Context: an optimization exercise on an open-source flow, tuned for small area and a short achievable clock period. The choices shown serve that exercise and are no tape-out recipe.
At most, simulation tests tie the RTL to the original design; equivalence was not proved.
The RTL of run 6 was laid out without a check of its function.
No activity file was given, so power comes from the tool's default toggle rates.

**constraint.sdc**
```tcl
create_clock -name core_clock -period 5.0 [get_ports {sys_clk}]
set_input_delay 1.0000 -clock core_clock [delete_from_list [all_inputs] [get_ports {sys_clk}]]
set_output_delay 1.0000 -clock core_clock [all_outputs]
set_load 0.01 [all_outputs]
```
**config.mk**
```make
export PLATFORM = sky130hd
export DESIGN_NAME = timer_top
export DESIGN_NICKNAME = timer_top
export VERILOG_FILES = /design/flow/design.v
export SDC_FILE = /design/flow/constraint.sdc
export NUM_CORES = 4
export LEC_CHECK = 0
export CAP_MARGIN = 20
export CORE_MARGIN = 2
export CORE_UTILIZATION = 40
export CTS_BUF_LIST = sky130_fd_sc_hd__clkbuf_8
export SETUP_SLACK_MARGIN = 2.4
export SLEW_MARGIN = 20
```
**design.v**
```verilog
module timer_top
( input wire sys_clk,
  input wire sys_rst_n,
  input wire tim_pwrite,
  input wire tim_psel,
  input wire tim_penable,
  input wire [11:0] tim_paddr,
  input wire [31:0] tim_pwdata,
  input wire [3:0] tim_pstrb,
  input wire dbg_mode,
  output wire [31:0] tim_prdata,
  output wire tim_int,
  output wire tim_pready,
  output wire tim_pslverr
);
reg wait_state;
wire acc = tim_psel & tim_penable;
always @(posedge sys_clk)
  wait_state <= acc;
assign tim_pready = acc & wait_state;
reg [7:0] sel;
wire a_ok = (tim_paddr[11:5] == 7'd0) & (tim_paddr[1:0] == 2'd0);
always @(posedge sys_clk)
  sel <= {8{a_ok}} & (8'd1 << tim_paddr[4:2]);
wire s_tcr   = sel[0];
wire s_tdr0  = sel[1];
wire s_tdr1  = sel[2];
wire s_tcmp0 = sel[3];
wire s_tcmp1 = sel[4];
wire s_tier  = sel[5];
wire s_tisr  = sel[6];
wire s_thcsr = sel[7];
reg wr;
always @(posedge sys_clk or negedge sys_rst_n)
  if (!sys_rst_n) wr <= 1'b0;
  else            wr <= tim_psel & ~tim_pready & tim_pwrite;
wire [3:0] st = tim_pstrb;
wire [31:0] wd = tim_pwdata;
reg        timer_en, div_en, halt_req, int_en, int_st, timer_en_pre;
reg  [3:0] div_val;
reg  [7:0] p;
wire halt_ack = halt_req & dbg_mode;
wire err_cond = (timer_en & st[0] & (wd[1] != div_en)) |
                (timer_en & st[1] & (wd[11:8] != div_val)) |
                (st[1] & (wd[11:8] > 4'd8));
reg err_q;
always @(posedge sys_clk)
  err_q <= err_cond;
wire wr_tcr = wr & s_tcr & ~err_q;
assign tim_pslverr = err_q & s_tcr & wr;
always @(posedge sys_clk or negedge sys_rst_n) begin
  if (!sys_rst_n) begin
    timer_en <= 1'b0;
    div_en   <= 1'b0;
    div_val  <= 4'd1;
    halt_req <= 1'b0;
    int_en   <= 1'b0;
  end else begin
    if (wr_tcr & st[0]) begin
      timer_en <= wd[0];
      div_en   <= wd[1];
    end
    if (wr_tcr & st[1]) div_val <= wd[11:8];
    if (wr & s_tier & st[0])  int_en   <= wd[0];
    if (wr & s_thcsr & st[0]) halt_req <= wd[0];
  end
end
reg init;
always @(posedge sys_clk or negedge sys_rst_n)
  if (!sys_rst_n) init <= 1'b0;
  else            init <= 1'b1;
wire [31:0] wd_c = wd | {32{~init}};
reg [63:0] tcmp;
genvar b;
generate for (b = 0; b < 4; b = b + 1) begin : g_tcmp
  always @(posedge sys_clk) begin
    if (~init | (wr & s_tcmp0 & st[b])) tcmp[8*b+7:8*b]     <= wd_c[8*b+7:8*b];
    if (~init | (wr & s_tcmp1 & st[b])) tcmp[8*b+39:8*b+32] <= wd_c[8*b+7:8*b];
  end
end endgenerate
function [7:0] lim;
  input [3:0] d;
  case (d)
    4'd1: lim = 8'd1;
    4'd2: lim = 8'd3;
    4'd3: lim = 8'd7;
    4'd4: lim = 8'd15;
    4'd5: lim = 8'd31;
    4'd6: lim = 8'd63;
    4'd7: lim = 8'd127;
    4'd8: lim = 8'd255;
    default: lim = 8'd0;
  endcase
endfunction
reg ph;
wire p_rst = ~timer_en | ~div_en | ph;
wire [7:0] p_inc;
assign p_inc[0] = ~p[0];
genvar i;
generate for (i = 1; i < 8; i = i + 1) begin : g_pinc
  assign p_inc[i] = p[i] ^ (&p[i-1:0]);
end endgenerate
wire wen_dv = wr_tcr & st[1];
wire ph_nxt = halt_ack ? (wen_dv ? (p == lim(wd[11:8])) : ph)
            : p_rst    ? (lim(wen_dv ? wd[11:8] : div_val) == 8'd0)
            :            (p_inc == lim(div_val));
always @(posedge sys_clk) begin
  if (!halt_ack) p <= p_rst ? 8'd0 : p_inc;
  ph <= ph_nxt;
end
wire       te_nxt = (wr_tcr & st[0]) ? wd[0]    : timer_en;
wire       de_nxt = (wr_tcr & st[0]) ? wd[1]    : div_en;
wire [3:0] dv_nxt = (wr_tcr & st[1]) ? wd[11:8] : div_val;
reg tick0;
always @(posedge sys_clk or negedge sys_rst_n)
  if (!sys_rst_n) tick0 <= 1'b0;
  else            tick0 <= te_nxt & (~de_nxt | (dv_nxt == 4'd0));
wire cnt_en = ~halt_ack & (tick0 | (timer_en & ph));
always @(posedge sys_clk)
  timer_en_pre <= timer_en;
wire cnt_clr = timer_en_pre & ~timer_en;
wire wr_tdr0 = wr & s_tdr0;
wire wr_tdr1 = wr & s_tdr1;
wire inc = cnt_en & ~wr_tdr0 & ~wr_tdr1;
reg cnt_v;
always @(posedge sys_clk or negedge sys_rst_n)
  if (!sys_rst_n) cnt_v <= 1'b0;
  else            cnt_v <= ~cnt_clr;
reg [63:0] cnt_q;
wire [63:0] cnt = cnt_q & {64{cnt_v}};
wire [15:0] g4;
wire [15:0] gp;    
generate for (i = 0; i < 16; i = i + 1) begin : g_grp
  assign g4[i] = &cnt_q[4*i+3:4*i];
  if (i == 0) begin : g0
    assign gp[i] = 1'b1;
  end else begin : gn
    assign gp[i] = &g4[i-1:0];
  end
end endgenerate
wire [63:0] tog;
generate for (i = 0; i < 64; i = i + 1) begin : g_tog
  if (i % 4 == 0) begin : j0
    assign tog[i] = inc & gp[i/4];
  end else begin : jn
    assign tog[i] = inc & gp[i/4] & (&cnt_q[i-1:(i/4)*4]);
  end
end endgenerate
wire [63:0] cnt_inc = cnt_v ? (cnt_q ^ tog) : {63'd0, inc};
generate for (b = 0; b < 4; b = b + 1) begin : g_cnt
  always @(posedge sys_clk) begin
    cnt_q[8*b+7:8*b]     <= (wr_tdr0 & st[b]) ? wd[8*b+7:8*b] : cnt_inc[8*b+7:8*b];
    cnt_q[8*b+39:8*b+32] <= (wr_tdr1 & st[b]) ? wd[8*b+7:8*b] : cnt_inc[8*b+39:8*b+32];
  end
end endgenerate
wire int_set = init & (cnt_v ? (cnt_q == tcmp) : (tcmp == 64'd0));
wire int_clr_req = wr & s_tisr & st[0] & wd[0];
always @(posedge sys_clk or negedge sys_rst_n)
  if (!sys_rst_n) int_st <= 1'b0;
  else            int_st <= int_st ? ~int_clr_req : int_set;
assign tim_int = int_en & int_st;
reg rs_tdr0, rs_tdr1;
always @(posedge sys_clk) begin
  rs_tdr0 <= a_ok & (tim_paddr[4:2] == 3'd1) & ~cnt_clr;
  rs_tdr1 <= a_ok & (tim_paddr[4:2] == 3'd2) & ~cnt_clr;
end
assign tim_prdata =
    ({32{s_tcr}}   & {20'b0, div_val, 6'b0, div_en, timer_en}) |
    ({32{rs_tdr0}} & cnt_q[31:0]) |
    ({32{rs_tdr1}} & cnt_q[63:32]) |
    ({32{s_tcmp0}} & tcmp[31:0]) |
    ({32{s_tcmp1}} & tcmp[63:32]) |
    ({32{s_tier}}  & {31'b0, int_en}) |
    ({32{s_tisr}}  & {31'b0, int_st}) |
    ({32{s_thcsr}} & {30'b0, halt_ack, halt_req});
endmodule
```
**flow/synth_own.tcl**
```tcl
# synth_recipe.tcl, with ABC's cell mapping run by flow/abc_map.script (ORFS's
# speed script without ABC's own buffering) and without the slow a222oi,
# or3 and or4 cells; the layout flow buffers and sizes.
proc synth {args} { yosys synth -nofsm -noshare {*}$args }
proc abc {args} {
  set i [lsearch -exact $args -script]
  if {$i >= 0} { lset args [expr {$i + 1}] $::env(OWN_ABC_SCRIPT) }
  foreach c {sky130_fd_sc_hd__a222oi_1 sky130_fd_sc_hd__or4_1 sky130_fd_sc_hd__or4_2 sky130_fd_sc_hd__or4_4 sky130_fd_sc_hd__or4b_1 sky130_fd_sc_hd__or4b_2 sky130_fd_sc_hd__or4b_4 sky130_fd_sc_hd__or4bb_1 sky130_fd_sc_hd__or4bb_2 sky130_fd_sc_hd__or4bb_4 sky130_fd_sc_hd__or3_1 sky130_fd_sc_hd__or3_2 sky130_fd_sc_hd__or3_4 sky130_fd_sc_hd__or3b_1 sky130_fd_sc_hd__or3b_2 sky130_fd_sc_hd__or3b_4} {
    lappend args -dont_use $c
  }
  yosys abc {*}$args
}
source $::env(SCRIPTS_DIR)/synth.tcl
# left out here: clear keep_hierarchy, flatten, clean up, hide names made inside functions, write 1_2_yosys.v
```
**flow/abc_map.script**
```
&get -n
&st
&dch
&nf
&st
&syn2
&if -g -K 6
&synch2
&nf
&st
&syn2
&if -g -K 6
&synch2
&nf
&st
&syn2
&if -g -K 6
&synch2
&nf
&st
&syn2
&if -g -K 6
&synch2
&nf
&st
&syn2
&if -g -K 6
&synch2
&nf
&put
topo
stime -c
upsize -c
dnsize -c
```
**standard.sh**
```bash
#!/bin/bash
# synth_recipe.tcl (not shown) runs the flow's synth.tcl, then flattens the netlist and writes it again
# the make line also repeats each setting of config.mk as NAME=value (left out here)
make -C /OpenROAD-flow-scripts/flow DESIGN_CONFIG=/design/flow/config.mk WORK_HOME=/design/flow/orfs CLKGATE_MAP_FILE= SYNTH_SCRIPT=/design/flow/synth_recipe.tcl "${@:-finish}"
```
**flow/run.sh**
```bash
#!/bin/bash
# Layout: the standard flow's synthesis script with its own ABC mapping script, then
# the standard flow for the remaining steps, with plain buffers on the
# ports. Each tool's output goes to a log file here.
set -euo pipefail
HERE=$(pwd)
export OWN_ABC_SCRIPT=$HERE/flow/abc_map.script
make -C $FLOW_HOME DESIGN_CONFIG=$FLOW_CONFIG WORK_HOME=$HERE/orfs CLKGATE_MAP_FILE= \
  SYNTH_SCRIPT=$HERE/flow/synth_own.tcl synth > $HERE/synth.log 2>&1
bash standard.sh "BUFFER_PORTS_ARGS=-buffer_cell sky130_fd_sc_hd__buf_2" finish > $HERE/standard.log 2>&1
```
==> metrics.md, run 1 <==
| Metric | Value |
|---|---|
| Detailed Route WL | `28800 µm` |
| Sequential share of the synthesized area | `45.0%` |
| Synthesized instance count | `945` |
| Worst skew pair latency | `480 ps` |
| Fin Hold WS | `417 ps` |
| Max Slew Vio Count | `0` |
| P_int | `0.00196 W` |
| First-pass GRT wire length | `44700 µm` |
| Site Rows | `54` |
| Unrepaired setup endpoints after global routing | `true` |
| Clock slew at reported path FFs | `90 ps` |
| WP data arrival | `1590 ps` |
| Reg2Reg Depth | `10` |
| Final setup TNS | `0 ps` |
| CP max FO | `2` |
| FF-to-FF setup slack | `2570 ps` |
| Post-synth top area share | `24.3%` |
| Yosys cell types | `59` |
| Global route overflow | `0` |
| Ys Warns | `1` |
| H-tree levels | `4` |
| Final Cycle Share | `51.8%` |
| Worst Hold Class | `input port to async pin` |
| Switching Share | `23.7%` |
| Comb power frac | `4.5%` |
| # port buffers | `88` |
| Total of max-cap violations | `0` |
| Fmax | `386 MHz` |
| Initial Utilization | `41.1%` |
| Skew final | `14.1 ps` |
| Critical Path RT | `4000 ps` |
| GPL Wtd Cong | `0.905` |
| Register bit total from synthesis | `163` |
| Post-DP HPWL | `21100 µm` |
| Die X | `154 µm` |
| Largest net degree at the start of global routing | `42` |
| Tot Pwr | `0.00257 W` |
| Die area | `23800 µm²` |
| Max rail drop VDD | `0.145 mV` |
| CTS tree | `yes` |
| Relative slew margins | `46.3%` |
| # clock sinks | `163` |
| Total CTS buffers | `17` |
| Post-synth EDFFs | `73` |
| Fraction of layout cells with a size suffix above 1 | `15.8%` |
| Number of diodes | `0` |
| Crit end category | `output port` |
| Ports | `89` |
| Synth Flop Type | `dfxtp_1` |
| Final hold vios | `0` |
| Sequential power share | `55.9%` |
| Worst setup SP type | `input port` |
| Status | `timing/DRC/antenna clean` |
| Hold-fix buffers at CTS | `0` |
| Synth-to-layout area growth | `16.2%` |
| Post-synthesis net count | `1016` |
| Worst-Margin Slew | `801 ps` |
| Crit path time final | `2590 ps` |
| Vias in the first global route | `7483` |
| DRT iter0 DRCs | `774` |
| Lkg Pwr | `3.83 nW` |
| Syn Std Cell Area | `9020 µm²` |
| Placeable Area | `22000 µm²` |
| Clk buf depth | `2` |
| Synth top area cells | `edfxtp_1 24%, dfxtp_1 17%, xnor2_1 8.2%` |
| Clock group share of total power | `39.6%` |
| Vias | `7909` |
| NetSw | `0.000608 W` |
| Antenna Nets Post-Route | `0` |
| Syn Area/Cell | `9.55 µm²` |
| Wire per inst | `21.1 µm` |
| Initial antenna violation count | `0` |
| Power per Cell Area | `245 nW/µm²` |
| Setup violators final | `0` |
| Total Nets Final | `1142` |
| FFs w/ async S/R, synth | `7.98%` |
| CP Class | `input port to output port` |
| Clk root buf | `clkbuf_8` |
| Die Y-Extent | `154 µm` |
| Drc violations | `0` |
| Yosys top cell by area | `edfxtp_1` |
| Via-per-instance ratio | `5.80` |
| Gr usage total | `24.6%` |
| Drt pass-1 iters | `6` |
stage by stage:
stage	setup slack, ps	cells	utilization (%)	cell area (µm²)
after global routing	2370	1364	47.7	10500
final	2410	1364	47.7	10500
after detailed placement	2090	1319	45.0	9890
after CTS	2360	1356	47.3	10400
after global placement	2160	1319	45.0	9890
after floorplan	2450	945	-	9050
logic make-up after synthesis:
logic type	after synthesis	synth area share, %
flip-flops	163	45.0
multiplexers	7	0.860
AO/OA/AOI/OAI	183	13.5
XOR/XNOR	126	12.2
adder cells (fa/ha/maj)	17	2.36
other	1	0.0416
AND/OR/NAND/NOR	428	25.1
buffers and inverters	20	0.832
power by group through the flow:
stage          Sequential, W  Combinational (W)  Clock, W
3_3_place_gp         0.00146           0.000114         0
5_1_grt              0.00144           0.000127   0.00108
2_1_floorplan        0.00146          0.0000473         0
3_5_place_dp         0.00146           0.000116         0
4_1_cts              0.00143           0.000117   0.00102
6_report             0.00143           0.000116   0.00101
critical path, stage by stage:
cell and delay (ps):
buf_6 90, and2_4 150, nand2_2 60, nand4_1 120
buf_2 170
state kept, by name, indices dropped and copies added (netlist names):
name and flops:
cnt_q 64, tcmp 64, p 8, sel 8
div_val 4, cnt_v 1, div_en 1, err_q 1
halt_req 1, init 1, int_en 1, int_st 1
ph 1, rs_tdr0 1, rs_tdr1 1, tick0 1
timer_en 1, timer_en_pre 1, wait_state 1, wr 1
final timing paths:
path | from | to
max | dbg_mode | tim_prdata[1]
min | sys_rst_n | div_val[2]
max reg2reg | p[0] | ph
min reg2reg | timer_en_pre | cnt_v
max in group asynchronous | sys_rst_n | div_val[0]
min in group core_clock | timer_en_pre | cnt_v
Yosys cell counts (2+ instances only):
master     number
a22oi_1        67
dfrtp_1        12
and3_1         21
a32o_1          2
a21o_1          3
nor4_1         34
nor4_4          4
nand2_1       157
o311ai_0        2
nor3_1         32
a21oi_1         9
nand3_2         3
nand3_1        35
nor2_1         37
o21a_1          2
and3b_1         2
nand4_1        20
a31oi_1         2
ha_1           17
nor4_2          3
xor2_1         42
o21ai_0        51
o22ai_1         2
nand2b_1       40
o221ai_1        2
o2111ai_1       3
dfxtp_1        77
nor3b_1         2
nor2b_1         8
o31ai_1        20
nand3b_1        4
o21ai_1         9
xnor2_1        84
mux2_1          6
and4_1          3
edfxtp_1       73
and2_0         13
or2_0           3
clkinv_1       19
cell usage in the layout, fill, tap and decap left out, types with 4 or more instances in the layout:
| master | count |
|---|---|
| nand2_1 | 156 |
| buf_2 | 87 |
| xnor2_1 | 83 |
| dfxtp_1 | 75 |
| edfxtp_1 | 73 |
| a22oi_1 | 63 |
| o21ai_0 | 51 |
| xor2_1 | 42 |
| nand2b_1 | 40 |
| nor2_1 | 36 |
| nand3_1 | 34 |
| nor4_1 | 34 |
| nor3_1 | 31 |
| and3_1 | 21 |
| nand4_1 | 20 |
| o31ai_1 | 20 |
| clkinv_1 | 18 |
| clkbuf_8 | 18 |
| ha_1 | 17 |
| buf_4 | 15 |
| and2_0 | 12 |
| a21oi_1 | 9 |
| o21ai_1 | 9 |
| nor2b_1 | 8 |
| dfrtp_1 | 8 |
| mux2_1 | 6 |
| a22oi_2 | 4 |
| nand3b_1 | 4 |
| nor4_4 | 4 |
| dfrtp_2 | 4 |
cell type report:
type,count,area [µm²]
fill,2087,11500
tap,280,350
clock inverter,14,161
sequential,163,4070
multi-input combinational,762,4950
clock buffer,18,248
inverter,20,80.1
timing repair buffer,107,617
routing by layer:
layer	share of wire (%)	vias up	wire length, µm	track usage (%)
met5	0	-	0	0
met4	2.1	0	616	7.34
met3	7.9	39	2270	4.12
met2	48	334	13800	40.9
met1	42	3774	12200	33.0
li1	-	3762	-	-
repair_timing:
item	4_1_cts	5_1_grt
resized for setup	14	15
setup endpoints to repair	34	17
pin swaps	1	1
setup buffers	5	8
==> run 2, diff against run 1 <==
==> flow/abc_map.script (replaced) <==
&get -n
&st
&dch -f
&nf
&put
topo
--- a/flow/synth_own.tcl
+++ b/flow/synth_own.tcl
@@ -1,4 +1,5 @@
-# synth_recipe.tcl, with ABC's cell mapping run by flow/abc_map.script (ORFS's
-# speed script without ABC's own buffering) and without the slow a222oi,
-# or3 and or4 cells; the layout flow buffers and sizes.
+# synth_recipe.tcl, with ABC's cell mapping run by flow/abc_map.script (a
+# delay-oriented mapping on choices from a full dch, without ABC's
+# restructuring and buffering) and without the slow a222oi, or3 and or4 cells; the layout
+# flow buffers and sizes.
 proc synth {args} { yosys synth -nofsm -noshare {*}$args }
--- a/config.mk
+++ b/config.mk
@@ -9,3 +9,3 @@
 export CORE_MARGIN = 2
-export CORE_UTILIZATION = 40
+export CORE_UTILIZATION = 60
 export CTS_BUF_LIST = sky130_fd_sc_hd__clkbuf_8
==> run 2 against run 1 <==
Compared with the run above:
- global-route usage is 9.2 points higher
- final area fell by 4.9%
- synthesized cell count is 12% lower
- clock power increased by 9.9%
- critical endpoint unchanged
- critical path type is now register to output port
- sequential power hardly changed
- first-iteration DRC count increased by 24%
- routed wire length is 12% lower
- clock skew is essentially flat
- die area down 36%
- largest cell class unchanged
- area after synthesis is 5.7% lower
- still clean on timing, DRC and antenna
==> metrics.md, run 2 <==
| Metric | Value |
|---|---|
| Top-count cell post-synth | `nand2_1` |
| WP data arrival | `1880 ps (+290 ps)` |
| Final setup TNS | `0 ps (unchanged)` |
| Gr busiest metal | `met2` |
| Die X | `123 µm (-20%)` |
| Clk buf depth | `2 (unchanged)` |
| Yosys cell types | `45 (-24%)` |
| Fin area | `9970 µm² (-4.9%)` |
| Crit-path cells | `buf_12 > a22o_1 > a221o_1 > a221o_1 > buf_2` |
| Gr usage total | `33.8% (+9.2 points)` |
| Power per Cell Area | `267 nW/µm² (+9.2%)` |
| Crit path time final | `2880 ps (+285 ps)` |
| Syn Std Cell Area | `8510 µm² (-5.7%)` |
| Main combinational cell family by area after synthesis | `simple AND/OR/NAND/NOR gates` |
| Largest net degree at the start of global routing | `37 (-12%)` |
| Initial Utilization | `61.3% (+20 points)` |
| Grt met3 use | `6.23% (+2.1 points)` |
| Site Rows | `43 (-20%)` |
| Commonest non-fill, non-tap cell in the layout | `nand2_1` |
| M1 GR Usage | `42.5% (+9.5 points)` |
| Lkg Pwr | `3.83 nW (-0.18%)` |
| Drt pass-1 iters | `6 (unchanged)` |
| # port buffers | `88 (unchanged)` |
| Skew final | `14.5 ps (+0.443 ps)` |
| Switching Share | `22.0% (-1.7 points)` |
| Post-synthesis net count | `904 (-11%)` |
| Post-DP HPWL | `17900 µm (-15%)` |
| CTS tree | `yes` |
| Fraction of layout cells with a size suffix above 1 | `16.4% (+0.65 points)` |
| Critical Path RT | `4000 ps (about the same)` |
| Worst setup SP type | `register` |
| Initial antenna violation count | `0 (unchanged)` |
| Wire per inst | `22.0 µm (+4.0%)` |
| Synth-to-layout area growth | `17.2%` |
| Relative slew margins | `33.6% (-13 points)` |
| Final Cycle Share | `57.5% (+5.7 points)` |
| DRT iter0 DRCs | `961 (+24%)` |
| NetSw | `0.000587 W (-3.5%)` |
| Syn Area/Cell | `10.2 µm² (+7.0%)` |
| GR Util met2 | `57.6% (+17 points)` |
| Post-synth top cells | `91 x nand2_1, 77 x dfxtp_1, 77 x xnor2_1` |
| # clock sinks | `163 (unchanged)` |
| Die Y-Extent | `123 µm (-20%)` |
| Most used cells in the layout excluding fill and tap cells | `91 x nand2_1, 88 x buf_2, 77 x xnor2_1` |
| Total Nets Final | `1026 (-10%)` |
| Die area | `15100 µm² (-36%)` |
| Ports | `89 (unchanged)` |
| Final hold vios | `0 (unchanged)` |
| Worst skew pair latency | `480 ps (about the same)` |
| FFs w/ async S/R, synth | `7.98% (unchanged)` |
| First-pass GRT wire length | `38800 µm (-13%)` |
| Via-per-instance ratio | `6.66 (+15%)` |
| Global route overflow | `0 (unchanged)` |
| GPL Wtd Cong | `0.948 (+4.7%)` |
| Worst Hold Class | `input port to async pin` |
| Slowest Stage Delay on Critical Path | `370 ps (+200 ps)` |
| Largest regs | `cnt_q x64, tcmp x64` |
| Compound-cell area share of the yosys netlist | `16.4% (+2.8 points)` |
| CP max FO | `2 (unchanged)` |
| Crit end category | `output port` |
| Top delay family on crit path | `compound AO/OA/AOI/OAI gates` |
| Sequential power share | `54.0% (-1.9 points)` |
| Post-synthesis mux area share | `1.15% (+0.29 points)` |
| Vias | `7651 (-3.3%)` |
| Vias in the first global route | `7338 (-1.9%)` |
| P_int | `0.00208 W (+6.1%)` |
| Yosys top cell by area | `edfxtp_1` |
| Detailed Route WL | `25200 µm (-12%)` |
| Number of diodes | `0 (unchanged)` |
| Post-Synth Adder-Cell Area | `2.50% (+0.14 points)` |
| Post-synth top area share | `25.8% (+1.5 points)` |
| Worst-Margin Slew | `996 ps (+195 ps)` |
| Drc violations | `0 (unchanged)` |
| Area of placed instances | `9260 µm² (-6.4%)` |
| Max Slew Vio Count | `0 (unchanged)` |
| Post-synth EDFFs | `73 (unchanged)` |
| Unrepaired setup endpoints after global routing | `true` |
| Antenna Nets Post-Route | `0 (unchanged)` |
| Setup violators final | `0 (unchanged)` |
| Clock slew at reported path FFs | `90 ps (about the same)` |
| Synth top area cells | `edfxtp_1 26%, dfxtp_1 18%, xnor2_1 7.9%` |
| H-tree levels | `4 (unchanged)` |
| Status | `timing/DRC/antenna clean` |
| Sequential share of the synthesized area | `47.7% (+2.7 points)` |
| Ys Warns | `1 (unchanged)` |
| Post-Synth XOR/XNOR Area | `10.9% (-1.4 points)` |
| CP max stage cell | `dfxtp_4` |
| Placeable Area | `13900 µm² (-37%)` |
| Comb power frac | `4.2% (-0.3 points)` |
| Synth Flop Type | `dfxtp_1` |
| Total of max-cap violations | `0 (unchanged)` |
| Clk root buf | `clkbuf_8` |
| Total CTS buffers | `17 (unchanged)` |
| Tot Pwr | `0.00266 W (+3.8%)` |
| Post-Synth Simple-Gate Area | `20.7% (-4.4 points)` |
| Register bit total from synthesis | `163 (unchanged)` |
| Hold-fix buffers at CTS | `0 (unchanged)` |
| CP bufs+invs | `2 (unchanged)` |
| Clock group share of total power | `41.8% (+2.2 points)` |
| Fmax | `348 MHz (-9.9%)` |
| Synthesized instance count | `833 (-12%)` |
| CP Class | `register to output port` |
| Most frequent cell on the critical path | `a221o_1` |
| Max rail drop VDD | `0.200 mV (+38%)` |
==> run 2: cell count changes in the layout (fill, tap and decap cells not counted), moves of 7 or more <==
cell | before | now
a22oi_2 | 4 | 11
xor2_1 | 42 | 26
nand4_1 | 20 | 34
nand2_1 | 156 | 91
buf_4 | 15 | 7
nor3_1 | 31 | 14
a21oi_1 | 9 | 17
o21ai_0 | 51 | 34
a22o_1 | 1 | 22
nand3_1 | 34 | 23
nor2_1 | 36 | 29
a22oi_1 | 63 | 52
o21ai_1 | 9 | 0
==> run 2: per-stage QoR <==
step / cells / setup slack [ps] / hold WS, ps / util (%)
2_1_floorplan: 833 / 2370 / 461 / -
3_3_place_gp: 1106 / 1930 / 494 / 66.7
3_5_place_dp: 1106 / 1910 / 511 / 66.7
4_1_cts: 1145 / 2140 / 409 / 71.1
5_1_grt: 1148 / 2100 / 409 / 71.8
6_report: 1148 / 2120 / 405 / 71.8
==> run 2: worst paths after layout <==
path | start | to | slack [ps] | depth (start not counted)
max | rs_tdr0 | tim_prdata[1] | 2120 | 5
max in group asynchronous | sys_rst_n | div_val[0] | 4300 | 1
max reg2reg | wr | cnt_q[57] | 2520 | 8
min in group core_clock | timer_en | timer_en_pre | 510 | 0
min reg2reg | timer_en | timer_en_pre | 510 | 0
min | sys_rst_n | int_en | 410 | 1
==> run 2: cell families (layout without fill, tap and decap cells) <==
family          Yosys count  count (layout)
simple gates            330             330
compound gates          195             195
flops                   163             163
xor+xnor                104             104
buf+inv                  14             149
fa+ha+maj                17              17
mux                       9               9
other cells               1               1
==> run 2: per-layer routing <==
metal	wire [µm]	vias to the layer above
li1	-	3461
met1	10100	3696
met2	12400	420
met3	1930	74
met4	841	0
met5	0	-
==> run 2: power by group through the flow <==
stage / logic [W] / clock network (W) / registers, W
finish: 0.000111 / 0.00111 / 0.00144
detailed placement: 0.000106 / 0 / 0.00147
CTS: 0.000107 / 0.00112 / 0.00144
global route: 0.000120 / 0.00117 / 0.00144
floorplan: 0.0000478 / 0 / 0.00146
global placement: 0.000102 / 0 / 0.00147
==> run 2: area by class of cell <==
class | count | area [µm²]
multi-input combinational | 656 | 4510
sequential | 163 | 4070
fill | 1022 | 3920
timing repair buffer | 103 | 634
clock buffer | 19 | 262
tap | 180 | 225
clock inverter | 13 | 208
inverter | 14 | 52.6
==> run 2: what timing repair did <==
| item | 4_1_cts | 5_1_grt |
|---|---|---|
| gates cloned | 1 | 0 |
| pin swaps | 3 | 3 |
| setup endpoints to repair | 62 | 48 |
| resized for setup | 17 | 14 |
| setup buffers | 6 | 3 |
==> run 3, diff against run 2 <==
==> flow/abc_map.script (replaced) <==
&get -n
&st
&dch
&nf
&put
topo
==> flow/synth_own.tcl (replaced) <==
# synth_recipe.tcl, with ABC's cell mapping run by flow/abc_map.script (a
# delay-oriented mapping without ABC's restructuring and buffering) and
# without the slow a222oi cell; the layout flow buffers and sizes.
proc synth {args} { yosys synth -nofsm -noshare {*}$args }
proc abc {args} {
  set i [lsearch -exact $args -script]
  if {$i >= 0} { lset args [expr {$i + 1}] $::env(OWN_ABC_SCRIPT) }
  lappend args -dont_use sky130_fd_sc_hd__a222oi_1
  yosys abc {*}$args
}
source $::env(SCRIPTS_DIR)/synth.tcl
# left out here: clear keep_hierarchy, flatten, clean up, hide names made inside functions, write 1_2_yosys.v
--- a/config.mk
+++ b/config.mk
@@ -11,3 +11,3 @@
 export CTS_BUF_LIST = sky130_fd_sc_hd__clkbuf_8
-export SETUP_SLACK_MARGIN = 2.4
+export SETUP_SLACK_MARGIN = 2.5
 export SLEW_MARGIN = 20
==> run 3 against run 2 <==
Compared with the run above:
- area after synthesis is 0.31% higher
- hold slack better by 31 ps
- first-iteration DRC count is 16% lower
- sequential share of layout area is 0.61 points lower
- synthesized cell count is 0.12% lower
- register-to-register slack better by 50 ps
- final area is 1.8% higher
- critical endpoint unchanged
- largest power group unchanged
- highest routed layer unchanged
==> metrics.md, run 3 <==
| Metric | Value |
|---|---|
| Status | `timing/DRC/antenna clean` |
| Synth-to-layout area growth | `18.9%` |
| Lkg Pwr | `3.79 nW (-1.0%)` |
| Crit path capture | `tim_prdata[1]` |
| GPL Wtd Cong | `0.926 (-2.3%)` |
| Synth top area cells | `edfxtp_1 26%, dfxtp_1 18%, xnor2_1 7.9%` |
| Skew final | `9.03 ps (-5.47 ps)` |
| Yosys cell types | `53 (+18%)` |
| Post-synth top cells | `84 x nand2_1, 77 x dfxtp_1, 77 x xnor2_1` |
| Ys Warns | `1 (unchanged)` |
| Max Slew Vio Count | `0 (unchanged)` |
| Fraction of layout cells with a size suffix above 1 | `20.4% (+3.9 points)` |
| Clk buf depth | `2 (unchanged)` |
| Die X | `123 µm (+0.15%)` |
| Vias | `7747 (+1.3%)` |
| Synth Flop Type | `dfxtp_1` |
| Fillers | `1011 (-1.1%)` |
| FF-to-FF setup slack | `2570 ps (+50 ps)` |
| CP Class | `register to output port` |
| Initial antenna violation count | `0 (unchanged)` |
| Relative slew margins | `51.6% (+18 points)` |
| Reg2Reg Depth | `8 (unchanged)` |
| Total CTS buffers | `17 (unchanged)` |
| Placeable Area | `13900 µm² (unchanged)` |
| Clk root buf | `clkbuf_8` |
| Top delay family on crit path | `compound AO/OA/AOI/OAI gates` |
| DRT iter0 DRCs | `810 (-16%)` |
| WP data arrival | `1630 ps (-250 ps)` |
| Final Cycle Share | `52.6% (-4.9 points)` |
| R2r startpoint | `sel[2]` |
| Antenna Nets Post-Route | `0 (unchanged)` |
| Drc violations | `0 (unchanged)` |
| Wire per inst | `22.8 µm (+3.9%)` |
| Sequential share of the synthesized area | `47.6% (-0.15 points)` |
| Via-per-instance ratio | `6.72 (+0.90%)` |
| Post-synth top area share | `25.7% (-0.079 points)` |
| Critical path depth in cells | `5 (unchanged)` |
| Worst skew pair latency | `450 ps (-30 ps)` |
| Final setup TNS | `0 ps (unchanged)` |
| Critical Path Start | `rs_tdr0` |
| Worst Hold Class | `input port to async pin` |
| First-pass GRT wire length | `39900 µm (+2.9%)` |
| Total of max-cap violations | `0 (unchanged)` |
| Most used cells in the layout excluding fill and tap cells | `88 x buf_2, 83 x nand2_1, 77 x xnor2_1` |
| Gr usage total | `34.7% (+0.90 points)` |
| Die area | `15200 µm² (+0.29%)` |
| Post-DP HPWL | `18100 µm (+1.4%)` |
| Post-synthesis net count | `903 (-0.11%)` |
| Top-count cell post-synth | `nand2_1` |
| Unrepaired setup endpoints after global routing | `true` |
| Register bit total from synthesis | `163 (unchanged)` |
| Worst setup SP type | `register` |
| Largest net degree at the start of global routing | `42 (+14%)` |
| Global route overflow | `0 (unchanged)` |
| Post-synth EDFFs | `73 (unchanged)` |
| Ports | `89 (unchanged)` |
| CTS tree | `yes` |
| Syn Std Cell Area | `8530 µm² (+0.31%)` |
| Yosys top cell by area | `edfxtp_1` |
| Die Y-Extent | `123 µm (+0.15%)` |
| Initial Utilization | `61.5% (+0.19 points)` |
| Syn Area/Cell | `10.3 µm² (+0.43%)` |
| Worst-Margin Slew | `727 ps (-269 ps)` |
| Crit-path cells | `buf_12 > a22o_1 > a221oi_2 > nand3_1 > buf_2` |
| Power per Cell Area | `243 nW/µm² (-9.1%)` |
| Largest regs | `cnt_q x64, tcmp x64` |
| Commonest non-fill, non-tap cell in the layout | `buf_2` |
| Crit path time final | `2630 ps (-247 ps)` |
| FFs w/ async S/R, synth | `7.98% (unchanged)` |
| Finished Core Util | `73.1% (+1.3 points)` |
| Crit end category | `output port` |
| # port buffers | `88 (unchanged)` |
| Drt pass-1 iters | `5 (-1)` |
| Reg2reg end | `cnt_q[20]` |
| Synthesized instance count | `832 (-0.12%)` |
| Fmax | `380 MHz (+9.4%)` |
| Detailed Route WL | `26300 µm (+4.2%)` |
| CP max FO | `4 (+2)` |
| CP bufs+invs | `2 (unchanged)` |
| Setup violators final | `0 (unchanged)` |
| H-tree levels | `4 (unchanged)` |
| Vias in the first global route | `7442 (+1.4%)` |
| Max rail drop VDD | `0.209 mV (+4.5%)` |
| Total Nets Final | `1031 (+0.49%)` |
| # clock sinks | `163 (unchanged)` |
| Final hold vios | `0 (unchanged)` |
| CP max stage cell | `dfxtp_4` |
| Critical Path RT | `4000 ps (about the same)` |
| Number of diodes | `0 (unchanged)` |
| Slowest Stage Delay on Critical Path | `360 ps (about the same)` |
| Clock slew at reported path FFs | `80 ps (about the same)` |
| Site Rows | `43 (unchanged)` |
run 3: worst register-to-register path, delay by kind of cell (launching register included):
kind,cells,cell delay [ps]
compound gates,2,610
fa+ha+maj,1,220
flops,1,430
simple gates,5,1070
run 3: where the power goes:
part           switching, W  internal (W)  total (W)  leakage, nW
clock network      0.000480      0.000443   0.000922        0.178
registers         0.0000221       0.00141    0.00143         1.43
logic             0.0000677     0.0000408   0.000109         2.18
total              0.000569       0.00190    0.00247         3.79
run 3: layer usage:
metal | track usage [%] | share of wire, % | routed length, µm
met5 | 0 | 0 | 0
met4 | 15.9 | 4.1 | 1080
met3 | 6.73 | 7.2 | 1900
met2 | 59.5 | 50 | 13000
met1 | 42.1 | 39 | 10300
run 3: what timing repair did:
| item | CTS | global route |
|---|---|---|
| resized for setup | 51 | 29 |
| setup buffers | 13 | 0 |
| endpoints found under the setup margin | 67 | 48 |
| pin swaps | 8 | 18 |
| cloned | 2 | 1 |
| hold buffers | 0 | 0 |
run 3: cells by family after synthesis:
kind of cell / share of synthesized area (%)
muxes: 1.13
and+or+nand+nor: 21.3
other: 0.0440
DFF: 47.6
xor gates and xnor gates: 10.5
buffers and inverters: 0.352
adders and majority gates: 2.49
AOI/OAI and AO/OA: 16.5
run 3: worst min-delay path by stage:
stage	slack [ps]	startpoint	to
after floorplan	470	timer_en	timer_en_pre
final	440	sys_rst_n	tick0
after global routing	450	sys_rst_n	int_en
after global placement	490	int_en	int_en
after detailed placement	520	timer_en_pre	cnt_v
after CTS	420	sys_rst_n	tick0
run 3: cell type report:
type                            count  area [µm²]  share of cell area [%]
Clock buffer                       18         248                    2.44
Sequential cell                   163        4090                    40.3
Clock inverter                     13         119                    1.17
Timing Repair Buffer              109         717                    7.06
Multi-Input combinational cell    661        4720                    46.5
Tap cell                          180         225                    2.22
Inverter                            8        30.0                   0.296
run 3: metrics by stage:
| step | total power [W] | setup slack [ps] | instance area [µm²] | cells | hold slack [ps] |
|---|---|---|---|---|---|
| floorplan | 0.00151 | 2390 | 8590 | 832 | 473 |
| global placement | 0.00156 | 1870 | 9300 | 1105 | 494 |
| detailed placement | 0.00157 | 1750 | 9300 | 1105 | 521 |
| CTS | 0.00246 | 2370 | 10000 | 1151 | 422 |
| global route | 0.00253 | 2330 | 10100 | 1152 | 446 |
| finish | 0.00247 | 2370 | 10100 | 1152 | 437 |
==> run 4, diff against run 3 <==
==> flow/abc_map.script (replaced) <==
&get -n
&st
&dch -f
&nf
&put
topo
--- a/config.mk
+++ b/config.mk
@@ -11,3 +11,3 @@
 export CTS_BUF_LIST = sky130_fd_sc_hd__clkbuf_8
-export SETUP_SLACK_MARGIN = 2.5
+export SETUP_SLACK_MARGIN = 2.4
 export SLEW_MARGIN = 20
==> run 4 against run 3 <==
Compared with the run above:
- non-clock buffer count fell by 3
- area after synthesis decreased by 0.76%
- fmax rose by 0.21%
- final area shrank 2.3%
- clock power rose by 11%
- worst setup slack better by 5.5 ps
- sequential share of layout area is 1.0 points higher
- first-iteration DRC count up 25%
- via count shrank 0.79%
- clock skew rose by 4.2 ps
- sequential power is essentially flat
- critical path depth stayed put
- critical endpoint unchanged
==> metrics.md, run 4 <==
| Metric | Value |
|---|---|
| Status | `timing/DRC/antenna clean` |
| # clock sinks | `163 (unchanged)` |
| Most used cells in the layout excluding fill and tap cells | `93 x nand2_1, 88 x buf_2, 73 x edfxtp_1` |
| CTS tree | `yes` |
| Site Rows | `43 (unchanged)` |
| Total CTS buffers | `17 (unchanged)` |
| Clk root buf | `clkbuf_8` |
| Reg2Reg Depth | `9 (+1)` |
| Detailed Route WL | `25800 µm (-1.8%)` |
| Yosys top cell by area | `edfxtp_1` |
| Multi-input logic area | `4510 µm² (-4.5%)` |
| Placeable Area | `13800 µm² (-0.39%)` |
| Wire per inst | `22.5 µm (-1.3%)` |
| Largest net degree at the start of global routing | `42 (unchanged)` |
| Antenna Nets Post-Route | `0 (unchanged)` |
| Worst skew pair latency | `480 ps (+30 ps)` |
| DRT iter0 DRCs | `1011 (+25%)` |
| # port buffers | `88 (unchanged)` |
| Sequential share of the synthesized area | `48.0% (+0.37 points)` |
| Clk buf depth | `2 (unchanged)` |
| Post-DP HPWL | `18000 µm (-0.33%)` |
| Hold-fix buffers at CTS | `0 (unchanged)` |
| Die area | `15100 µm² (-0.74%)` |
| Number of diodes | `0 (unchanged)` |
| Fin Hold WS | `407 ps (-29.7 ps)` |
| Post-synth EDFFs | `73 (unchanged)` |
| Drc violations | `0 (unchanged)` |
| Register bit total from synthesis | `163 (unchanged)` |
| Final hold vios | `0 (unchanged)` |
| Crit path time final | `2620 ps (-5.48 ps)` |
| Relative slew margins | `51.4% (-0.11 points)` |
| Synth Flop Type | `dfxtp_1` |
| Initial Utilization | `61.2% (-0.23 points)` |
| R2r startpoint | `p[0]` |
| Critical Path Start | `rs_tdr0` |
| Crit end category | `output port` |
| Gr usage total | `33.8% (-0.92 points)` |
| Worst-Margin Slew | `728 ps (+1.60 ps)` |
| CP max FO | `3 (-1)` |
| Tot Pwr | `0.00256 W (+4.0%)` |
| Fillers | `1039 (+2.8%)` |
| Initial antenna violation count | `0 (unchanged)` |
| Total of max-cap violations | `0 (unchanged)` |
| Yosys cell types | `50 (-5.7%)` |
| Vias in the first global route | `7250 (-2.6%)` |
| Final setup TNS | `0 ps (unchanged)` |
| Worst setup SP type | `register` |
| Synth-to-layout area growth | `17.1%` |
| Syn Area/Cell | `10.2 µm² (-0.28%)` |
| Ys Warns | `1 (unchanged)` |
| Unrepaired setup endpoints after global routing | `true` |
| WP data arrival | `1620 ps (about the same)` |
| Critical Path RT | `4000 ps (about the same)` |
| Skew final | `13.2 ps (+4.19 ps)` |
| Post-synth top area share | `25.9% (+0.20 points)` |
| Fmax | `381 MHz (+0.21%)` |
| Global route overflow | `0 (unchanged)` |
| Power per Cell Area | `258 nW/µm² (+6.4%)` |
| Setup violators final | `0 (unchanged)` |
| Largest regs | `cnt_q x64, tcmp x64` |
| CP Class | `register to output port` |
| Placed insts | `1100 (-0.45%)` |
| Drt pass-1 iters | `6 (+1)` |
| Non-filler cells, final | `1146 (-0.52%)` |
| Max rail drop VDD | `0.217 mV (+3.9%)` |
| Worst Hold Class | `input port to async pin` |
| Final Cycle Share | `52.5% (-0.11 points)` |
| Reg area | `4100 µm² (+0.21%)` |
| Top-count cell post-synth | `nand2_1` |
| Post-synthesis net count | `899 (-0.44%)` |
| Commonest non-fill, non-tap cell in the layout | `nand2_1` |
| Post-synth top cells | `93 x nand2_1, 77 x dfxtp_1, 73 x edfxtp_1` |
| H-tree levels | `4 (unchanged)` |
| Via-per-instance ratio | `6.71 (-0.27%)` |
| Die Y-Extent | `123 µm (-0.37%)` |
| Max Slew Vio Count | `0 (unchanged)` |
| GPL Wtd Cong | `0.973 (+5.1%)` |
| Lkg Pwr | `3.81 nW (+0.64%)` |
| Vias | `7686 (-0.79%)` |
| Total Nets Final | `1024 (-0.68%)` |
| First-pass GRT wire length | `38400 µm (-3.7%)` |
| Clock slew at reported path FFs | `90 ps (about the same)` |
| Fraction of layout cells with a size suffix above 1 | `18.0% (-2.4 points)` |
| Die X | `123 µm (-0.37%)` |
| Synth top area cells | `edfxtp_1 26%, dfxtp_1 18%, xnor2_1 7.4%` |
| Synthesized instance count | `828 (-0.48%)` |
| Ports | `89 (unchanged)` |
| FFs w/ async S/R, synth | `7.98% (unchanged)` |
| Syn Std Cell Area | `8470 µm² (-0.76%)` |
==> run 4: cell types whose count changed in the layout (fill, tap and decap cells not counted), sizes merged, moves of 5 or more <==
| cell | before | now |
|---|---|---|
| xor2 | 23 | 30 |
| inv | 1 | 7 |
| nand3 | 21 | 26 |
| nor3 | 22 | 17 |
| a31o | 11 | 5 |
| xnor2 | 77 | 72 |
| o31ai | 10 | 18 |
| nand2 | 84 | 93 |
| nand4 | 48 | 37 |
==> run 4: critical path: stages, from the launching register on <==
cell	delay (ps)
dfxtp_4	370
buf_12	130
a22o_1	210
a221oi_2	190
nand3_1	100
buf_2	150
==> run 4: metal layers <==
| layer | vias up | wire length, µm | global-route usage [%] |
|---|---|---|---|
| met5 | - | 0 | 0 |
| met4 | 0 | 939 | 13.4 |
| met3 | 86 | 2120 | 6.88 |
| met2 | 468 | 12700 | 57.4 |
| met1 | 3696 | 10000 | 42.1 |
| li1 | 3436 | - | - |
==> run 4: power breakdown <==
part | switching [W] | total [W] | internal (W)
Sequential | 0.0000206 | 0.00143 | 0.00141
Combinational | 0.0000718 | 0.000114 | 0.0000418
Clock | 0.000513 | 0.00102 | 0.000506
==> run 4: layout make-up <==
cell class                      count  share of cell area (%)
Inverter                           12                   0.454
Timing Repair Buffer              106                    6.37
Tap cell                          180                    2.27
Clock inverter                     14                    1.63
Multi-Input combinational cell    653                    45.5
Sequential cell                   163                    41.3
Clock buffer                       18                    2.50
==> run 4: what timing repair did <==
action / 4_1_cts / 5_1_grt
gates cloned: 0 / 0
gates resized for setup: 22 / 23
pin swaps: 3 / 12
buffers inserted: 7 / 7
setup endpoints to repair: 68 / 35
==> run 4: path summary, 6_finish.rpt <==
path | slack (ps) | endpoint
min reg2reg | 520 | cnt_v
max reg2reg | 2450 | ph
max in group asynchronous | 4290 | div_val[0]
min | 410 | wr
max | 2380 | tim_prdata[1]
min in group core_clock | 520 | cnt_v
==> run 4: cells by family (layout without fill, tap and decap cells) <==
group                      after synthesis  count (layout)  share of synthesized area [%]
adders and majority gates               17              17                           2.51
xor gates and xnor gates               103             103                           10.8
DFF                                    163             163                           48.0
other                                    1               1                         0.0443
buffers and inverters                   12             150                          0.532
and+or+nand+nor                        332             332                           20.7
AOI/OAI and AO/OA                      191             191                           16.2
muxes                                    9               9                           1.18
==> run 4: through the flow <==
step	setup slack, ps	utilization (%)	instance area, µm²
global route	2210	71.7	9920
detailed placement	1800	66.6	9210
global placement	1860	66.6	9210
CTS	2350	70.6	9760
finish	2380	71.7	9920
floorplan	2360	-	8510
==> run 5, diff against run 4 <==
==> flow/abc_map.script (replaced) <==
&get -n
&st
&dch
&nf
&put
topo
==> run 5 against run 4 <==
Compared with the run above:
- still clean
- non-clock buffer count unchanged
- critical path depth increased by 3
- synthesized cell count grew 0.48%
- register-to-register slack got worse by 50 ps
- count of clock-buffer cells in the layout unchanged
- sequential power barely moved
- critical path type is now register to register
- largest power group unchanged
- highest routed layer unchanged
==> metrics.md, run 5 <==
| Metric | Value |
|---|---|
| Site Rows | `43 (unchanged)` |
| CP max FO | `9 (+6)` |
| Worst-Margin Slew | `1000 ps (+272 ps)` |
| # port buffers | `88 (unchanged)` |
| Worst setup SP type | `register` |
| Met2 Wirelength | `12300 µm (-3.2%)` |
| Drc violations | `0 (unchanged)` |
| Hold-fix buffers at CTS | `0 (unchanged)` |
| Top-count cell post-synth | `nand2_1` |
| Total CTS buffers | `17 (unchanged)` |
| Syn Area/Cell | `10.3 µm² (+0.28%)` |
| Fillers | `1052 (+1.3%)` |
| Synth top area cells | `edfxtp_1 26%, dfxtp_1 18%, xnor2_1 7.9%` |
| Yosys top cell by area | `edfxtp_1` |
| Clock slew at reported path FFs | `80 ps (about the same)` |
| CTS tree | `yes` |
| FF-to-FF setup slack | `2400 ps (-50 ps)` |
| Relative slew margins | `33.3% (-18 points)` |
| Synth-to-layout area growth | `16.5%` |
| Status | `timing/DRC/antenna clean` |
| Post-synth EDFFs | `73 (unchanged)` |
| Detail Route met3 WL | `1970 µm (-6.9%)` |
| Final Cycle Share | `52.1% (-0.41 points)` |
| Clk root buf | `clkbuf_8` |
| Crit path time final | `2600 ps (-20.5 ps)` |
| Multi-input logic area | `4570 µm² (+1.2%)` |
| Die X | `123 µm (+0.37%)` |
| Reg area | `4080 µm² (-0.43%)` |
| GPL Wtd Cong | `0.919 (-5.6%)` |
| Critical Path RT | `5330 ps (+1330 ps)` |
| DR top layer | `met4` |
| Skew final | `11.9 ps (-1.38 ps)` |
| Setup ws final | `2400 ps (+20.5 ps)` |
| Power per Cell Area | `248 nW/µm² (-4.0%)` |
| Max Slew Vio Count | `0 (unchanged)` |
| FFs w/ async S/R, synth | `7.98% (unchanged)` |
| Synthesized instance count | `832 (+0.48%)` |
| Unrepaired setup endpoints after global routing | `true` |
| Fraction of layout cells with a size suffix above 1 | `16.7% (-1.3 points)` |
| Post-DP HPWL | `18100 µm (+0.32%)` |
| # clock sinks | `163 (unchanged)` |
| Ports | `89 (unchanged)` |
| Lkg Pwr | `3.76 nW (-1.3%)` |
| Initial Utilization | `61.5% (+0.23 points)` |
| Clk buf depth | `2 (unchanged)` |
| Fmax | `384 MHz (+0.79%)` |
| Via-per-instance ratio | `6.68 (-0.40%)` |
| Die area | `15200 µm² (+0.74%)` |
| Total of max-cap violations | `0 (unchanged)` |
| Most used cells in the layout excluding fill and tap cells | `87 x buf_2, 83 x nand2_1, 77 x xnor2_1` |
| H-tree levels | `4 (unchanged)` |
| Max rail drop VDD | `0.231 mV (+6.7%)` |
| Ys Warns | `1 (unchanged)` |
| DRT iter0 DRCs | `794 (-21%)` |
| Post-synth top area share | `25.7% (-0.20 points)` |
| Wl on met1 | `9910 µm (-1.2%)` |
| Fin area | `9940 µm² (+0.25%)` |
| WP data arrival | `2940 ps (+1320 ps)` |
| Final hold vios | `0 (unchanged)` |
| Finished Core Util | `71.6% (-0.098 points)` |
| Register bit total from synthesis | `163 (unchanged)` |
| Area of placed instances | `9300 µm² (+0.91%)` |
| Post-synthesis net count | `903 (+0.44%)` |
| Placeable Area | `13900 µm² (+0.39%)` |
| Total Nets Final | `1028 (+0.39%)` |
| Antenna Nets Post-Route | `0 (unchanged)` |
| Post-synth top cells | `84 x nand2_1, 77 x dfxtp_1, 77 x xnor2_1` |
| Final setup TNS | `0 ps (unchanged)` |
| Crit end category | `register` |
| Gr usage total | `34.3% (+0.47 points)` |
| Initial antenna violation count | `0 (unchanged)` |
| CP Class | `register to register` |
| Die Y-Extent | `123 µm (+0.37%)` |
| Worst slack at placement | `1770 ps (-34.2 ps)` |
| Largest regs | `cnt_q x64, tcmp x64` |
| Drt pass-1 iters | `6 (unchanged)` |
| Setup violators final | `0 (unchanged)` |
| Wire per inst | `22.1 µm (-2.2%)` |
| Yosys cell types | `53 (+6.0%)` |
| Commonest non-fill, non-tap cell in the layout | `buf_2` |
| Syn Std Cell Area | `8530 µm² (+0.77%)` |
| First-pass GRT wire length | `38900 µm (+1.2%)` |
| Number of diodes | `0 (unchanged)` |
| Vias | `7682 (-0.052%)` |
| Vias in the first global route | `7351 (+1.4%)` |
| Largest net degree at the start of global routing | `37 (-12%)` |
| Sequential share of the synthesized area | `47.6% (-0.37 points)` |
| Synth Flop Type | `dfxtp_1` |
| Worst Hold Class | `input port to async pin` |
| Detailed Route WL | `25400 µm (-1.8%)` |
| Global route overflow | `0 (unchanged)` |
| Worst skew pair latency | `460 ps (-20 ps)` |
-- run 5: changes by cell type in the layout (fill, tap and decap cells not counted), moves of 4 or more --
cell / before / now
nand4_1: 37 / 48
nand2_1: 93 / 83
o31ai_1: 18 / 10
xor2_1: 30 / 23
a31o_1: 5 / 11
dfxtp_1: 64 / 70
nor3_1: 13 / 19
nand3_1: 26 / 21
xnor2_1: 72 / 77
clkinv_1: 12 / 8
dfxtp_4: 6 / 2
nand2b_1: 41 / 45
-- run 5: stage by stage --
step,hold WS [ps],total power [W],std cells
after floorplan,473,0.00151,832
after global placement,492,0.00157,1105
after detailed placement,506,0.00157,1105
after CTS,416,0.00246,1149
after global routing,426,0.00253,1150
final,429,0.00247,1150
-- run 5: final cells by class --
type / count / area share (%)
Sequential cell: 163 / 41.0
Multi-Input combinational cell: 661 / 45.9
Timing Repair Buffer: 106 / 6.74
Tap cell: 180 / 2.27
Clock buffer: 18 / 2.49
Clock inverter: 14 / 1.26
Inverter: 8 / 0.302
-- run 5: kinds of logic (layout without fill, tap and decap cells) --
logic type,Yosys count,in the layout,share of synthesized area (%)
AO/OA/AOI/OAI,194,194,16.5
XOR/XNOR,101,101,10.5
adder cells (fa/ha/maj),17,17,2.49
buffers and inverters,8,146,0.352
flip-flops,163,163,47.6
multiplexers,9,9,1.13
other,1,1,0.0440
AND/OR/NAND/NOR,339,339,21.3
-- run 5: layer usage --
metal	vias to the layer above	global-route usage, %
met5	-	3.47
met4	0	18.0
met3	89	7.75
met2	401	56.4
met1	3709	41.6
li1	3483	-
-- run 5: worst paths after layout --
check	endpoint	cells after the start	startpoint
min in group core_clock	cnt_v	2	timer_en_pre
hold reg to reg	cnt_v	2	timer_en_pre
setup reg to reg	cnt_q[57]	8	cnt_q[35]
setup / recovery	cnt_q[57]	8	cnt_q[35]
max in group asynchronous	div_val[0]	1	sys_rst_n
hold / removal	int_en	1	sys_rst_n
-- run 5: critical path: stages (launching register included) --
cell     delay [ps]
dfxtp_1         440
nand4_1         210
or3_1           480
or3_1           520
nor2_4          240
and2_4          200
ha_4            120
xnor2_1         140
o21ai_0         130
-- run 5: what timing repair did --
item	in CTS	in global routing
gates resized for setup	15	21
endpoints found under the setup margin	38	44
endpoints found under the hold margin	0	0
setup buffers	10	1
pin swaps	6	5
cloned	2	0
-- run 5: where the power goes --
part / leakage [nW] / internal, W / switching (W) / total, W
logic: 2.12 / 0.0000409 / 0.0000636 / 0.000105
clock network: 0.204 / 0.000446 / 0.000478 / 0.000924
registers: 1.44 / 0.00141 / 0.0000252 / 0.00144
total: 3.76 / 0.00190 / 0.000566 / 0.00247
==> run 6, diff against run 5 <==
--- a/design.v
+++ b/design.v
@@ -94,3 +94,3 @@
 endfunction
-reg ph;
+wire ph = (p == lim(div_val));
 wire p_rst = ~timer_en | ~div_en | ph;
@@ -102,9 +102,4 @@
 end endgenerate
-wire wen_dv = wr_tcr & st[1];
-wire ph_nxt = halt_ack ? (wen_dv ? (p == lim(wd[11:8])) : ph)
-            : p_rst    ? (lim(wen_dv ? wd[11:8] : div_val) == 8'd0)
-            :            (p_inc == lim(div_val));
 always @(posedge sys_clk) begin
   if (!halt_ack) p <= p_rst ? 8'd0 : p_inc;
-  ph <= ph_nxt;
 end
==> flow/abc_map.script (replaced) <==
&get -n
&st
&dch -f
&nf
&put
topo
==> run 6 against run 5 <==
Compared with the run above:
- clock power is 5.1% higher
- via count is 9.7% higher
- die area decreased by 2.1%
- still clean on timing, DRC and antenna
- total power is 0.92% higher
- critical endpoint is now cnt_q[51]
- final cell count increased by 6.4%
- critical path type unchanged
- sequential cell count shrank 1
- non-clock buffer count rose by 61
- largest power group unchanged
- area after synthesis shrank 2.1%
- sequential power hardly changed
==> metrics.md, run 6 <==
| Metric | Value |
|---|---|
| Reg2reg end | `cnt_q[51]` |
| Total CTS buffers | `17 (unchanged)` |
| Reg2Reg Depth | `10 (+2)` |
| Critical Path RT | `5390 ps (+60 ps)` |
| Clk root buf | `clkbuf_8` |
| Global route overflow | `0 (unchanged)` |
| Gr usage total | `37.3% (+3.0 points)` |
| Site Rows | `43 (unchanged)` |
| Reg area | `4090 µm² (+0.37%)` |
| Synth-to-layout area growth | `32.4%` |
| CTS tree | `yes` |
| Synth Flop Type | `dfxtp_1` |
| DRT iter0 DRCs | `963 (+21%)` |
| Drc violations | `0 (unchanged)` |
| # clock sinks | `162 (-0.61%)` |
| Post-synth top cells | `117 x nand2_1, 86 x xnor2_1, 77 x dfxtp_1` |
| Initial antenna violation count | `0 (unchanged)` |
| Finished Core Util | `80.5% (+8.9 points)` |
| Most used cells in the layout excluding fill and tap cells | `113 x nand2_1, 88 x buf_2, 83 x xnor2_1` |
| Lkg Pwr | `4.18 nW (+11%)` |
| Via-per-instance ratio | `6.88 (+3.1%)` |
| Post-synth EDFFs | `72 (-1.4%)` |
| Register bit total from synthesis | `162 (-0.61%)` |
| Post-synth top area share | `25.9% (+0.20 points)` |
| Crit path time final | `2990 ps (+384 ps)` |
| Max Slew Vio Count | `0 (unchanged)` |
| Power per Cell Area | `225 nW/µm² (-9.2%)` |
| Fillers | `819 (-22%)` |
| Worst Hold Class | `input port to async pin` |
| Synth top area cells | `edfxtp_1 26%, dfxtp_1 18%, xnor2_1 9.0%` |
| H-tree levels | `4 (unchanged)` |
| Detailed Route WL | `29100 µm (+15%)` |
| Top-count cell post-synth | `nand2_1` |
| Status | `timing/DRC/antenna clean` |
| FFs w/ async S/R, synth | `8.02% (+0.049 points)` |
| Relative slew margins | `45.8% (+13 points)` |
| Clock slew at reported path FFs | `100 ps (+20 ps)` |
| Syn Std Cell Area | `8350 µm² (-2.1%)` |
| Placeable Area | `13700 µm² (-1.2%)` |
| Worst skew pair latency | `500 ps (+40 ps)` |
| Unrepaired setup endpoints after global routing | `true` |
| Synthesized instance count | `842 (+1.2%)` |
| Syn Area/Cell | `9.92 µm² (-3.3%)` |
| Ports | `89 (unchanged)` |
| Worst-Margin Slew | `801 ps (-199 ps)` |
| Multi-input logic area | `5050 µm² (+10%)` |
| Final setup TNS | `0 ps (unchanged)` |
| Antenna Nets Post-Route | `0 (unchanged)` |
| GPL Wtd Cong | `0.943 (+2.7%)` |
| CP max FO | `7 (-2)` |
| Final Cycle Share | `59.7% (+7.7 points)` |
| Clk buf depth | `2 (unchanged)` |
| # port buffers | `88 (unchanged)` |
| Number of diodes | `0 (unchanged)` |
| Total of max-cap violations | `0 (unchanged)` |
| Max rail drop VDD | `0.208 mV (-10%)` |
| Drt pass-1 iters | `5 (-1)` |
| Die Y-Extent | `122 µm (-1.0%)` |
| Ys Warns | `1 (unchanged)` |
| Fmax | `335 MHz (-13%)` |
| Die X | `122 µm (-1.0%)` |
| Initial Utilization | `60.9% (-0.61 points)` |
| Die area | `14900 µm² (-2.1%)` |
| Skew final | `16.8 ps (+4.91 ps)` |
| Wire per inst | `23.8 µm (+8.0%)` |
| CP Class | `register to register` |
| Fraction of layout cells with a size suffix above 1 | `31.0% (+14 points)` |
| Setup violators final | `0 (unchanged)` |
| Largest net degree at the start of global routing | `42 (+14%)` |
| Vias in the first global route | `7897 (+7.4%)` |
| Post-DP HPWL | `17900 µm (-1.0%)` |
| FF-to-FF setup slack | `2010 ps (-380 ps)` |
| WP data arrival | `3380 ps (+440 ps)` |
| Sequential share of the synthesized area | `48.3% (+0.68 points)` |
| Final hold vios | `0 (unchanged)` |
| Commonest non-fill, non-tap cell in the layout | `nand2_1` |
| Crit end category | `register` |
| Hold-fix buffers at CTS | `0 (unchanged)` |
| Post-synthesis net count | `908 (+0.55%)` |
| Placed insts | `1114 (+0.81%)` |
| Total Nets Final | `1097 (+6.7%)` |
| R2r startpoint | `div_val[2]` |
| Worst setup SP type | `register` |
| Largest regs | `cnt_q x64, tcmp x64` |
| First-pass GRT wire length | `41900 µm (+7.9%)` |
| Yosys top cell by area | `edfxtp_1` |
| Yosys cell types | `44 (-17%)` |
| Vias | `8427 (+9.7%)` |
| Non-filler cells, final | `1224 (+6.4%)` |
[run 6: worst max-delay path by stage]
stage,from,to,slack (ps),cells past startpoint
after floorplan,div_val[0],cnt_q[10],2110,7
after global placement,div_val[0],cnt_q[44],1740,10
after detailed placement,div_val[0],cnt_q[45],1550,10
after CTS,div_val[1],cnt_q[37],2280,13
after global routing,div_val[2],cnt_q[51],1930,10
final,div_val[2],cnt_q[51],2010,10
[run 6: cell type report]
class	instances	area share (%)
timing repair buffer	167	11.2
clock buffer	17	2.12
inverter	14	0.543
sequential	162	37.0
clock inverter	15	1.43
multi-input combinational	669	45.7
tap	180	2.04
[run 6: power breakdown]
| group | total, W | leakage (nW) | switching (W) | internal [W] |
|---|---|---|---|---|
| Clock | 0.000971 | 0.197 | 0.000523 | 0.000448 |
| Sequential | 0.00142 | 1.42 | 0.0000219 | 0.00140 |
| Combinational | 0.0000978 | 2.56 | 0.0000605 | 0.0000373 |
| Total | 0.00249 | 4.18 | 0.000606 | 0.00188 |
[run 6: cell families (layout without fill, tap and decap cells)]
logic type | count (synthesis) | in the layout | share of synthesized area [%]
adder cells (fa/ha/maj) | 12 | 12 | 1.80
AND/OR/NAND/NOR | 356 | 356 | 21.7
multiplexers | 7 | 7 | 0.944
flip-flops | 162 | 162 | 48.3
other | 1 | 1 | 0.0449
AO/OA/AOI/OAI | 199 | 202 | 17.1
XOR/XNOR | 91 | 91 | 9.55
buffers and inverters | 14 | 213 | 0.629
[run 6: timing repair]
action,CTS,global route
pin swaps,46,52
cloned,6,1
setup buffers,45,26
resized for setup,126,74
setup endpoints to repair,97,93
[run 6: routing by layer]
| layer | track usage [%] | vias up | part of all wire (%) | wire length, µm |
|---|---|---|---|---|
| li1 | - | 3640 | - | - |
| met1 | 45.3 | 4028 | 36 | 10600 |
| met2 | 61.7 | 604 | 48 | 13900 |
| met3 | 9.60 | 155 | 9.8 | 2860 |
| met4 | 18.2 | 0 | 6.0 | 1750 |
| met5 | 0 | - | 0 | 0 |
[run 6: critical path: stages, from the launching register on]
cell	delay, ps
dfrtp_2	480
o31a_1	360
o21ai_1	250
nor4bb_4	430
buf_4	190
buf_6	120
a41oi_4	200
buf_6	200
nor3_2	220
a41oi_1	170
o31ai_1	270
[run 6: metrics by stage]
step	worst slack [ps]	total power (W)	area, µm²	hold WS (ps)
6_report	2010	0.00249	11100	383
2_1_floorplan	2110	0.00149	8470	473
3_3_place_gp	1740	0.00154	9170	504
5_1_grt	1930	0.00254	11100	409
4_1_cts	2280	0.00248	10500	396
3_5_place_dp	1550	0.00155	9170	511

## static timing again, ports no longer ideal
The results above use ideal ports. As a check the final layouts listed here were re-extracted and re-timed, cells and wires unchanged. Step 1 assumes that a clkbuf_16 drives the clock port and a buf_2 every other input. Step 2 also shifts input and output timing later by t, the mid clock arrival at the registers, as if the neighbouring blocks saw the same clock. a / b / c = no drivers / after step 1 / after step 2; a / b = the first two.
run | t, ns | setup slack, ns | hold slack, ns | worst setup path at the end | latest minus earliest clock arrival (ns)
run 1 | 0.516 | 2.409 / 2.377 / 2.058 | 0.417 / 0.399 / 0.524 | input to register | 0.014 / 0.015
run 2 | 0.505 | 2.124 / 2.090 / 2.056 | 0.405 / 0.391 / 0.510 | input to register | 0.014 / 0.014
run 3 | 0.486 | 2.371 / 2.333 / 2.115 | 0.437 / 0.418 / 0.533 | input to register | 0.010 / 0.010
run 4 | 0.510 | 2.377 / 2.341 / 1.985 | 0.407 / 0.393 / 0.520 | input to register | 0.013 / 0.014
run 5 | 0.493 | 2.397 / 2.364 / 2.116 | 0.429 / 0.412 / 0.527 | input to register | 0.013 / 0.013
run 6 | 0.524 | 2.014 / 2.014 / 1.923 | 0.383 / 0.367 / 0.532 | input to register | 0.017 / 0.017
After both steps every run listed still meets setup and hold. For run 4, which loses most, drivers alone change the setup slack by -0.036 ns; drivers and shift together by -0.392 ns.
